Context: an optimization exercise on an open-source flow, tuned for small area. The choices shown serve that exercise and are no tape-out recipe. Only simulation tests tie the RTL to the original design; equivalence was not proved. No activity file was given, so power comes from the tool's default toggle rates.

--- flow/design.v ---
module Calculator (
    input clk,
    input rst,
    input [1:0] InpNum,
    input InpSign,
    input [1:0] OP,
    output [6:0] InpSeg,
    output [6:0] ResSegUnits,
    output [6:0] ResSegTens,
    output [6:0] ResSegHundreds,
    output [6:0] SignSeg,
    output [6:0] ResSignSeg,
    output reg ZeroFlag,
    output SignFlag,
    output reg zeroResult
);
    reg [2:0] c;
    reg [1:0] pop;
    reg [3:0] U, T;
    reg [1:0] H;
    reg S;
    function [6:0] seg;
        input [3:0] d;
        begin
            seg[0] = ~((~d[0] & ~d[2]) | (d[1]) | (d[0] & d[2]) | (d[3]));
            seg[1] = ~((~d[2]) | (~d[0] & ~d[1]) | (d[0] & d[1]));
            seg[2] = (~d[0] & d[1] & ~d[2]);
            seg[3] = (d[0] & ~d[1] & ~d[2] & ~d[3]) | (~d[0] & ~d[1] & d[2]) | (d[0] & d[1] & d[2]);
            seg[4] = (d[0]) | (~d[1] & d[2]);
            seg[5] = (d[0] & ~d[2] & ~d[3]) | (d[1] & ~d[2]) | (d[0] & d[1]);
            seg[6] = (~d[1] & ~d[2] & ~d[3]) | (d[0] & d[1] & d[2]);
        end
    endfunction
    wire [1:0] n = InpNum;
    wire s = InpSign;
    wire ld = ~c[2] & ~c[0];
    wire hold = c[2] & ~c[1];
    wire t = s ^ pop[0];
    wire same = (t == S);
    wire [1:0] m = pop[1] ? pop : {1'b0, ~same};
    wire nz = n[1] | n[0];
    wire Z = (T == 4'd0) && (U == 4'd0);
    wire smr = (T == 4'd0) && (U[3:2] == 2'd0);
    wire lt = smr && (U[1:0] < n);
    wire eq = smr && (U[1:0] == n);
    wire sas = same ? S : (lt ? ~S : ((eq & nz) ? 1'b1 : S));
    wire smd = (nz & ~Z) ? (S ~^ s) : 1'b1;
    wire sg = ld ? s : (pop[1] ? smd : sas);
    wire [9:0] nx;
    wire [1:0] r, k; wire [3:0] nu, nt; wire [1:0] nh;
    assign r[0] = (~T[0] & ~T[1] & ~T[2] & ~T[3] & ~m[1]) | (T[0] & ~n[0] & n[1] & ~m[0]) | (T[0] & ~T[1] & ~T[2] & n[1] & ~m[0]) | (~T[0] & T[2] & n[0] & n[1] & m[1]);
    assign r[1] = ~((~n[1]) | (~n[0]) | (m[0]) | (T[0] & ~T[2]) | (~T[0] & ~T[1] & ~T[3]));
    assign nu[0] = ~((U[0] & n[0] & ~m[1]) | (~U[0] & ~n[0] & ~m[1]) | (~n[0] & ~n[1] & m[1]) | (~U[0] & ~n[1] & m[1]) | (~U[1] & ~n[0] & m[1] & ~r[0]) | (~n[0] & m[0] & m[1]) | (~U[0] & m[0] & m[1]) | (U[1] & ~n[0] & m[1] & r[0]) | (~U[0] & ~U[1] & U[2] & n[0] & m[1] & r[0]) | (~U[0] & ~U[2] & n[0] & m[1] & ~r[0] & ~r[1]) | (~U[0] & U[2] & m[1] & r[1]) | (U[3] & n[0] & ~m[0] & m[1] & r[0]) | (U[1] & ~U[2] & ~m[0] & m[1] & r[0]) | (U[1] & U[2] & n[0] & n[1] & ~m[0] & m[1] & ~r[0] & ~r[1]) | (~U[1] & U[2] & ~m[0] & m[1] & r[1]) | (~U[0] & ~U[1] & ~U[3] & m[1] & r[1]) | (~U[1] & ~U[2] & ~U[3] & n[1] & ~m[0] & m[1] & ~r[0] & ~r[1]));
    assign nu[1] = ~((~U[1] & ~n[0] & ~n[1]) | (U[0] & U[1] & n[0] & ~n[1] & ~m[0] & ~m[1]) | (~U[0] & ~U[1] & ~n[1] & ~m[0]) | (U[3] & ~n[0] & ~m[0]) | (U[0] & ~U[1] & ~n[1] & m[0]) | (~U[0] & U[1] & n[0] & ~n[1] & m[0] & ~m[1]) | (U[1] & ~n[0] & n[1] & ~m[1]) | (~U[0] & ~U[1] & U[2] & n[0] & n[1] & m[0] & ~m[1]) | (~n[0] & ~n[1] & m[1]) | (~U[1] & ~n[1] & m[1]) | (U[0] & U[3] & ~n[0] & m[1]) | (U[1] & U[2] & n[0] & n[1] & m[0] & m[1]) | (U[0] & ~U[1] & ~U[3] & n[0] & n[1] & ~m[0] & ~m[1]) | (~U[1] & ~U[2] & ~n[0] & ~m[0] & m[1]) | (U[3] & ~m[0] & m[1] & r[1]) | (U[0] & U[2] & n[1] & m[0] & m[1]) | (~U[0] & U[1] & n[1] & ~m[0] & ~m[1]) | (U[0] & U[1] & n[0] & n[1] & m[0]) | (~U[0] & ~U[1] & ~U[2] & ~U[3] & m[0] & m[1]) | (~U[0] & U[3] & n[0] & n[1] & ~m[1]) | (U[1] & U[2] & n[1] & ~m[0] & r[0]) | (~U[1] & U[2] & n[0] & ~m[0] & m[1]) | (~U[2] & ~U[3] & n[1] & ~m[0] & m[1] & ~r[0] & ~r[1]) | (U[3] & ~n[1] & ~m[0]) | (~U[0] & U[3] & n[0] & m[0] & m[1]) | (~U[1] & U[2] & ~n[0] & m[0] & m[1]) | (~U[0] & ~U[2] & ~U[3] & ~n[0] & m[0] & m[1]) | (U[1] & U[2] & n[1] & ~m[0] & r[1]) | (~U[1] & ~U[2] & ~U[3] & ~n[1] & m[0]) | (U[1] & ~U[2] & n[1] & m[0] & ~m[1]) | (U[1] & n[0] & ~m[0] & m[1] & r[0]) | (~U[2] & ~U[3] & ~n[0] & n[1] & m[0] & ~m[1] & ~r[0]) | (U[1] & U[2] & n[1] & ~m[0] & ~m[1]) | (U[0] & ~U[1] & ~U[2] & ~U[3] & m[0] & ~m[1] & ~r[0]) | (U[0] & ~U[1] & ~U[2] & ~U[3] & ~n[0] & m[0] & ~m[1]));
    assign nu[2] = ~((~U[2] & ~n[0] & ~n[1]) | (U[0] & U[1] & U[2] & n[0] & ~m[0] & ~m[1]) | (~n[0] & ~n[1] & m[1]) | (U[3] & ~m[0] & ~m[1]) | (U[3] & ~n[0] & ~m[0] & r[0]) | (~U[2] & ~n[1] & m[1]) | (~U[1] & ~U[3] & ~n[0] & n[1] & m[0]) | (U[0] & ~U[2] & ~U[3] & n[0] & m[0]) | (~U[3] & n[1] & ~m[0] & m[1] & ~r[0] & ~r[1]) | (~U[0] & ~U[2] & ~U[3] & ~n[1]) | (U[1] & U[2] & n[1] & ~m[0] & ~m[1]) | (~U[0] & U[2] & n[0] & n[1] & m[0]) | (~U[0] & ~U[1] & ~U[2] & ~m[0] & ~m[1]) | (U[1] & ~U[2] & m[0] & ~m[1]) | (U[0] & ~U[1] & ~U[2] & ~n[1]) | (U[0] & ~U[1] & U[2] & n[0] & n[1] & ~m[1]) | (~U[0] & U[1] & U[2] & ~n[0] & m[1]) | (U[3] & n[0] & ~m[0] & ~r[0]) | (U[2] & ~m[0] & m[1] & r[1]) | (U[0] & U[3] & ~n[0] & m[0] & m[1]) | (~U[1] & ~U[2] & ~U[3] & m[0] & m[1]) | (~U[1] & ~U[2] & ~U[3] & ~n[0] & ~m[1]) | (U[1] & U[2] & n[0] & n[1] & m[0] & m[1]) | (~U[0] & ~U[1] & ~U[2] & ~U[3] & n[0] & r[0]) | (~U[0] & ~U[1] & U[2] & n[0] & m[0] & ~m[1]) | (U[1] & U[2] & ~n[0] & ~m[0] & m[1]) | (~U[1] & ~U[2] & ~U[3] & n[0] & m[1] & r[0]));
    assign nu[3] = ~((~U[3] & ~n[0] & ~n[1]) | (~U[0] & U[3] & n[0] & m[0] & ~m[1]) | (U[3] & n[1] & ~m[1]) | (U[2] & m[0] & ~m[1]) | (~n[0] & ~n[1] & m[1]) | (U[1] & ~n[0] & m[0]) | (U[0] & U[1] & n[0] & n[1] & ~m[1]) | (U[0] & U[2] & m[0]) | (~U[2] & ~U[3] & ~m[0]) | (~U[3] & ~n[1] & m[1]) | (~U[1] & n[0] & n[1] & m[0] & m[1]) | (~U[1] & U[2] & ~n[0] & ~m[0]) | (n[0] & n[1] & ~m[0] & m[1] & ~r[1]) | (~U[0] & ~U[2] & n[1] & m[0] & m[1]) | (~U[3] & m[0] & ~m[1] & r[0]) | (~U[1] & U[2] & ~n[1]) | (~U[0] & U[1] & ~n[1]) | (~U[0] & ~U[1] & n[0] & n[1] & ~m[1]) | (~U[2] & ~U[3] & ~n[0] & m[1]) | (~n[0] & ~m[0] & m[1] & ~r[0]) | (U[0] & U[3] & n[0] & ~m[0] & ~m[1]) | (U[0] & ~U[3] & ~n[1] & m[0]));
    assign k[0] = ~((~n[0] & ~n[1]) | (U[1] & ~n[1]) | (U[3] & m[0] & ~m[1]) | (~U[2] & ~U[3] & m[1]) | (~U[1] & ~U[3] & ~m[0]) | (U[1] & ~n[0] & ~m[1]) | (~n[1] & m[1]) | (U[2] & m[0] & ~m[1]) | (~U[2] & ~U[3] & r[0]) | (U[3] & n[0] & m[1]) | (~U[0] & ~U[3] & ~m[0]) | (U[0] & U[1] & n[0] & m[0]) | (~U[0] & U[3] & ~n[1]) | (~U[0] & ~U[1] & U[2] & ~n[0]) | (U[0] & U[1] & ~U[2]) | (U[0] & ~U[3] & ~n[1]));
    assign k[1] = ~((~m[1]) | (~n[1]) | (~n[0]) | (~U[1] & ~U[3]) | (U[1] & ~U[2]) | (~U[0] & U[2]));
    assign nt[0] = (~T[0] & k[0] & ~m[1]) | (T[0] & n[0] & ~n[1] & m[1]) | (T[0] & ~k[0] & ~m[1]) | (T[1] & ~n[0] & n[1] & ~m[0] & m[1]) | (k[0] & ~n[0] & m[0] & m[1]) | (T[0] & ~k[0] & n[0] & m[0]) | (~T[0] & k[0] & m[0]) | (T[2] & n[0] & n[1] & ~m[0] & m[1]) | (T[0] & T[1] & n[1] & ~m[0]);
    assign nt[1] = (T[1] & ~k[0] & ~m[1]) | (T[2] & ~n[0] & n[1] & ~m[0] & m[1]) | (T[3] & ~n[0] & n[1] & m[0]) | (T[0] & k[0] & ~m[0] & ~m[1]) | (T[1] & ~m[0] & ~m[1]) | (T[3] & n[0] & n[1] & ~m[0] & m[1]) | (T[0] & T[1] & ~m[1]) | (~T[0] & ~T[1] & k[1] & m[0]) | (T[1] & n[0] & ~n[1] & m[1]) | (T[0] & ~T[2] & ~n[0] & n[1] & m[0] & m[1]) | (T[2] & k[0] & n[0] & m[0]) | (~T[0] & T[1] & ~k[1] & n[0] & m[0] & m[1]) | (T[3] & k[0] & m[0]) | (T[0] & ~T[1] & ~k[0] & ~k[1] & n[0] & n[1] & m[0] & m[1]);
    assign nt[2] = (T[1] & ~n[0] & n[1] & m[0] & m[1]) | (T[2] & ~m[1]) | (T[3] & ~n[0] & n[1] & m[1]) | (~T[0] & T[1] & ~k[1] & n[1] & m[0] & m[1]) | (T[2] & n[0] & ~n[1]) | (T[0] & k[1] & m[0]) | (T[3] & n[1] & m[0]) | (T[0] & ~T[1] & k[0] & n[0] & m[0] & m[1]);
    assign nt[3] = (T[1] & k[1] & m[0]) | (T[0] & T[1] & ~k[0] & n[0] & n[1] & m[0] & m[1]) | (T[3] & n[0] & ~n[1]) | (T[3] & ~k[0] & ~m[1]) | (T[2] & k[0] & ~n[0] & m[0]);
    assign nh[0] = ~((~m[0]) | (~n[1]) | (~m[1]) | (~T[2] & ~T[3] & ~k[0]) | (k[0] & ~n[0]) | (~T[1] & ~T[2] & n[0]) | (~T[0] & T[1]));
    assign nh[1] = (T[3] & n[0] & n[1] & m[0] & m[1]);
    assign nx = ld ? {6'd0, 2'd0, n} : {nh, nt, nu};
    always @(posedge clk) begin
        if (rst) c <= 3'd0;
        else c <= {c[1] | c[2], c[0], ~c[2]};
        if (!hold) begin
            {H, T, U} <= nx;
            S <= sg;
            ZeroFlag <= (pop == 2'b10) && !nz;
            zeroResult <= Z;
        end
        pop <= OP;
    end
    assign ResSegUnits = seg(U);
    assign ResSegTens = seg(T);
    assign ResSegHundreds = seg({2'b0, H});
    assign InpSeg = seg({2'b0, n});
    assign SignSeg = {InpSign, 6'b111111};
    assign ResSignSeg = {S, 6'b111111};
    assign SignFlag = S;
endmodule
--- flow/run.sh ---
#!/bin/bash
# synth_recipe.tcl (not shown) runs the flow's synth.tcl, then flattens the netlist and writes it again
# the make line also repeats each setting of config.mk as NAME=value (left out here)
make -C /OpenROAD-flow-scripts/flow DESIGN_CONFIG=/design/flow/config.mk WORK_HOME=/design/flow/orfs CLKGATE_MAP_FILE= SYNTH_SCRIPT=/design/flow/synth_recipe.tcl finish
--- flow/config.mk ---
export PLATFORM = sky130hd
export DESIGN_NAME = Calculator
export DESIGN_NICKNAME = Calculator
export VERILOG_FILES = /design/flow/design.v
export SDC_FILE = /design/flow/constraint.sdc
export NUM_CORES = 4
export LEC_CHECK = 0
export CAP_MARGIN = 20
export CORE_MARGIN = 2
export CORE_UTILIZATION = 40
export SLEW_MARGIN = 20
--- flow/constraint.sdc ---
create_clock -name core_clock -period 20.0 [get_ports {clk}]
set_input_delay 4.0000 -clock core_clock [delete_from_list [all_inputs] [get_ports {clk}]]
set_output_delay 4.0000 -clock core_clock [all_outputs]
set_load 0.01 [all_outputs]
==> summary.txt <==
## final timing paths
check | endpoint | startpoint | depth (start not counted)
setup / recovery | InpSeg[0] | InpNum[0] | 5
hold / removal | c[2] | c[1] | 2
setup reg to reg | T[1] | S | 8
hold reg to reg | c[2] | c[1] | 2
## cells by family after synthesis
family	Yosys count	share of synthesized area
simple gates	146	0.274
compound gates	130	0.333
buf+inv	71	0.136
flops	18	0.183
xor+xnor	7	0.0285
fa+ha+maj	5	0.0234
mux	5	0.0192
other cells	2	0.00281
## cells in the mapped netlist (all sizes together) (4+ instances only)
| cell | instances | area (um2) |
|---|---|---|
| nand2 | 37 | 139 |
| dfxtp | 5 | 100 |
| ha | 5 | 62.6 |
| o31ai | 4 | 30.0 |
| o21ai | 28 | 148 |
| nor4 | 4 | 31.3 |
| edfxtp | 13 | 390 |
| nor3b | 4 | 41.3 |
| a211oi | 4 | 30.0 |
| inv | 11 | 41.3 |
| nand3 | 7 | 35.0 |
| a31oi | 11 | 83.8 |
| a21oi | 26 | 130 |
| clkbuf | 22 | 82.6 |
| nor2 | 35 | 131 |
| nand2b | 11 | 68.8 |
| mux2i | 4 | 40.0 |
| or3 | 4 | 25.0 |
| nor3 | 19 | 95.1 |
| buf | 36 | 231 |
| o22ai | 11 | 68.8 |
| nor2b | 7 | 43.8 |
| or2 | 4 | 25.0 |
| xnor2 | 5 | 43.8 |
## power groups by stage
stage	Combinational, mW	Clock [mW]	Sequential (mW)
2_1_floorplan	0.113	0	0.0515
3_3_place_gp	0.154	0	0.0607
3_5_place_dp	0.153	0	0.0609
4_1_cts	0.154	0.0328	0.0601
5_1_grt	0.170	0.0334	0.0618
6_report	0.156	0.0328	0.0604
## final cells by class
| cell class | count | area (um2) |
|---|---|---|
| clock buffer | 4 | 55.1 |
| fill | 679 | 3440 |
| inverter | 13 | 48.8 |
| multi-input combinational | 307 | 1870 |
| sequential | 18 | 490 |
| tap | 77 | 96.3 |
| timing repair buffer | 44 | 423 |
## metal layers
metal	routed length (um)	track usage
met3	860	0.0385
met4	95	0.0635
met2	4110	0.368
met5	0	0
met1	3900	0.358
## state kept, by name, indices dropped and copies added, names as in the netlist
name and count:
ZeroFlag 1, pop 2, T 4, U 4
H 2, zeroResult 1, S 1, c 3
## metrics by stage
stage / util / total power, mW
floorplan: - / 0.165
global placement: 0.456 / 0.214
detailed placement: 0.456 / 0.214
CTS: 0.464 / 0.246
global route: 0.464 / 0.265
finish: 0.464 / 0.249
## placed cells by master (no fill, tap or decap), types with 3 or more instances in the layout
cell type                         Yosys  routed
sky130_fd_sc_hd__xnor2_1              5       5
sky130_fd_sc_hd__o21ai_0             26      26
sky130_fd_sc_hd__nand3_1              7       7
sky130_fd_sc_hd__a21oi_1             26      26
sky130_fd_sc_hd__buf_4               21       7
sky130_fd_sc_hd__o211ai_1             3       3
sky130_fd_sc_hd__and3_1               3       3
sky130_fd_sc_hd__nand4_1              3       3
sky130_fd_sc_hd__edfxtp_1            13      13
sky130_fd_sc_hd__a21o_1               3       3
sky130_fd_sc_hd__nor2_1              35      35
sky130_fd_sc_hd__o22ai_1             11      11
sky130_fd_sc_hd__or2_2                4       4
sky130_fd_sc_hd__nor3_1              19      19
sky130_fd_sc_hd__a32oi_1              3       3
sky130_fd_sc_hd__mux2i_1              4       4
sky130_fd_sc_hd__a22o_1               3       3
sky130_fd_sc_hd__nor2b_1              7       7
sky130_fd_sc_hd__a31oi_1             10      10
sky130_fd_sc_hd__nor4_1               3       3
sky130_fd_sc_hd__clkbuf_8             0       4
sky130_fd_sc_hd__or4_1                3       3
sky130_fd_sc_hd__o31ai_1              4       4
sky130_fd_sc_hd__clkdlybuf4s50_1      0      37
sky130_fd_sc_hd__or3_1                4       4
sky130_fd_sc_hd__conb_1               2      14
sky130_fd_sc_hd__nand2_1             37      37
sky130_fd_sc_hd__o311ai_0             3       3
sky130_fd_sc_hd__a211oi_1             4       4
sky130_fd_sc_hd__nand2b_1            11      11
sky130_fd_sc_hd__dfxtp_1              5       5
sky130_fd_sc_hd__ha_1                 5       5
sky130_fd_sc_hd__a2bb2oi_1            3       3
sky130_fd_sc_hd__nor3b_1              3       3
sky130_fd_sc_hd__inv_1               11      11
## worst max-delay path, delay by kind of cell
family	cells	cell delay, ns
buf+inv	4	1.72
simple gates	1	0.27
==> summary.txt <==
- The flow ran to the end, but the layout failed its checks.
- The checks that failed were DRC.
- Before antenna repair, the detailed router went through 56 iterations.
- The register-to-register setup slack is 17.11 ns.
- The maximum number of pins on one net before global-route repair is 53.
- The number of antenna diodes in the final layout is 0.
- The final max-slew violation count is 0.
- The final layout contains 399 nets.
- In this run, post-CTS repair resized a total of 0 instances.
- After clock tree synthesis, the flow added hold-fix buffers numbering 0.
- The quantity of I/O buffers inserted on ports is 37.
- The part of the power in the clock network is 0.132.
- The mean area per synthesized cell is 6.97 um2.
- The net switching power figure is 120 uW.
- The number of nets with antenna violations after detailed routing is 0.
- The routed layout has 3065 vias.
- Once the clock tree was built, the setup fixing pass inserted 0 buffers.
- In this run the horizontal extent of the chip is 85.8 um.
- The initial antenna violation count is 0.
- The number of clock buffers inserted by TritonCTS is 3.
- The library cell appearing most often on the critical path is sky130_fd_sc_hd__clkdlybuf4s50_1.
- The count of endpoints failing hold in the final timing report is 0.
- Data on the critical path arrives at its endpoint at 6.02 ns.
- The largest driver fanout on the critical path is 37.
- The clock tree buffer depth is 2.
- The cell area that synthesis handed to floorplanning was 2680 um2.
- The wire length of the first global-routing pass is 14400 um.
- Power spread over the standard cell area amounts to 83.7 nW/um2.
- The critical path class is input port to primary output.
- The ratio of routed vias to standard cells is 6.62.
- After clock tree synthesis, the clock-pin slew on the worst setup and hold paths is 0.08 ns.
- The effective utilization at floorplan is 0.417.
- Synthesis inferred 18 register bits.
- The sequential fraction of design power is 0.242.
- For this run, the register share of the synthesized area comes to 0.183.
- The kind of launch point of the worst setup path is an input port.
- For this run, the number of Yosys warnings is 1.
- The max-slew headroom at the worst pin is 0.329.
- Global routing finished with a remaining overflow of 0.
- The cell count after placement is 459.
- Of the cells placed in the final design, the portion with a size suffix greater than 1 is 0.0596.
- The clock arrives with 0.00762 ns of skew.
- CTS saw 18 sinks.
- The worst setup slack after layout is 9.98 ns.
- Among all flip-flop cells after synthesis, the most frequent one is sky130_fd_sc_hd__edfxtp_1.
- Setup violations remaining at the end of the flow were counted as 0.
- The worst min-delay path category is flop to flop.
- In this run the clock root is driven by a sky130_fd_sc_hd__clkbuf_8.
- The placeable core region is 6420 um2.
- Summing all placed instances gives a cell area of 2930 um2.
- The final wirelength is 8960 um.
- Of the total power, the share spent switching nets is 0.480.
- The endpoint required time on the critical path is 16.00 ns.
- TritonCTS built the clock tree.
- Setup total negative slack on the finished layout was measured at 0 ns.
- The average wire length per cell after detail routing is 19.4 um.
- The number of global-route vias before repair came to 2647.
- The number of max-capacitance violations reported is 0.
- In this run the number of H-tree levels came out at 1.
- The pre-CTS setup slack is 10.03 ns.
- The share of the clock period used by the worst path after layout is 0.501.
- The global-route usage over all layers is 0.243.
- The endpoint type of the worst setup path is a primary output.
- Setup repair after global routing left no endpoint under its margin.
- The highest-delay cell along the critical path is sky130_fd_sc_hd__clkdlybuf4s50_1.
- For the pin with the worst max-slew slack, the measured transition is 1.00 ns.
- The post-route worst hold slack is 0.474 ns.
- After the flow finishes, the layout carries non-filler instances totaling 463.
- The share of total power dissipated in combinational logic is 0.626.
- Routability-driven placement finished with a final weighted congestion of 0.960.
- The routed design could run at a clock period as short as 10.02 ns.
- At the later pin of the worst-skew pair, clock insertion delay measures 0.27 ns.
- The maximum single-stage delay on the critical path is 0.58 ns.
- The standard-cell row count is 29.
- The layout overhead on the synthesized area is 11.4%.
- The half-perimeter wire length after placement is 5940 um.
- After synthesis, the share of flip-flops with an asynchronous set or reset is 0.
- Walking the worst path, the cells encountered are clkdlybuf4s50_1 > buf_4 > inv_1 > nor2_1 > clkdlybuf4s50_1.
- In the synthesized netlist, the number of instances is 384.
- IR analysis of the VDD net gives a maximum drop of 0.0389 mV.
- The internal power of the cells totals 130 uW.
- The first routing iteration left 407 violations.
- The number of enable flip-flop cells after synthesis is 13.
- The boundary pin count is 52.
- The die area is 7360 um2.
- The count of cell types in the netlist is 67.
- For this design the static power due to leakage is 1.08 nW.
- In the routed design, unresolved DRC markers number 1.
- The post-route cell area is 2980 um2.
- The vertical die dimension is 85.8 um.
- Derived from the worst setup path, the maximum achievable clock frequency is 0.0998 GHz.

==> separate check: timing with driven ports <==
In the flow no input, the clock included, has a driving cell. The finished layout below was timed again as built, in two steps. Step 1 assumes that a clkbuf_16 drives the clock port and a buf_2 every other input. Step 2 also shifts input and output timing later by t, the mid clock arrival at the registers, as if the neighbouring blocks saw the same clock. a / b / c = ideal ports / drivers / drivers and shift; a / b = the first two.
t, ns: 0.289
setup WS [ns]: 9.978 / 9.955 / 9.955
worst hold slack (ns): 0.474 / 0.474 / 0.474
latest minus earliest clock arrival (ns): 0.008 / 0.008
worst data-port slew with drivers (ns): 0.03
The setup slack of this run moves by -0.023 ns with the drivers and by -0.023 ns with both steps.
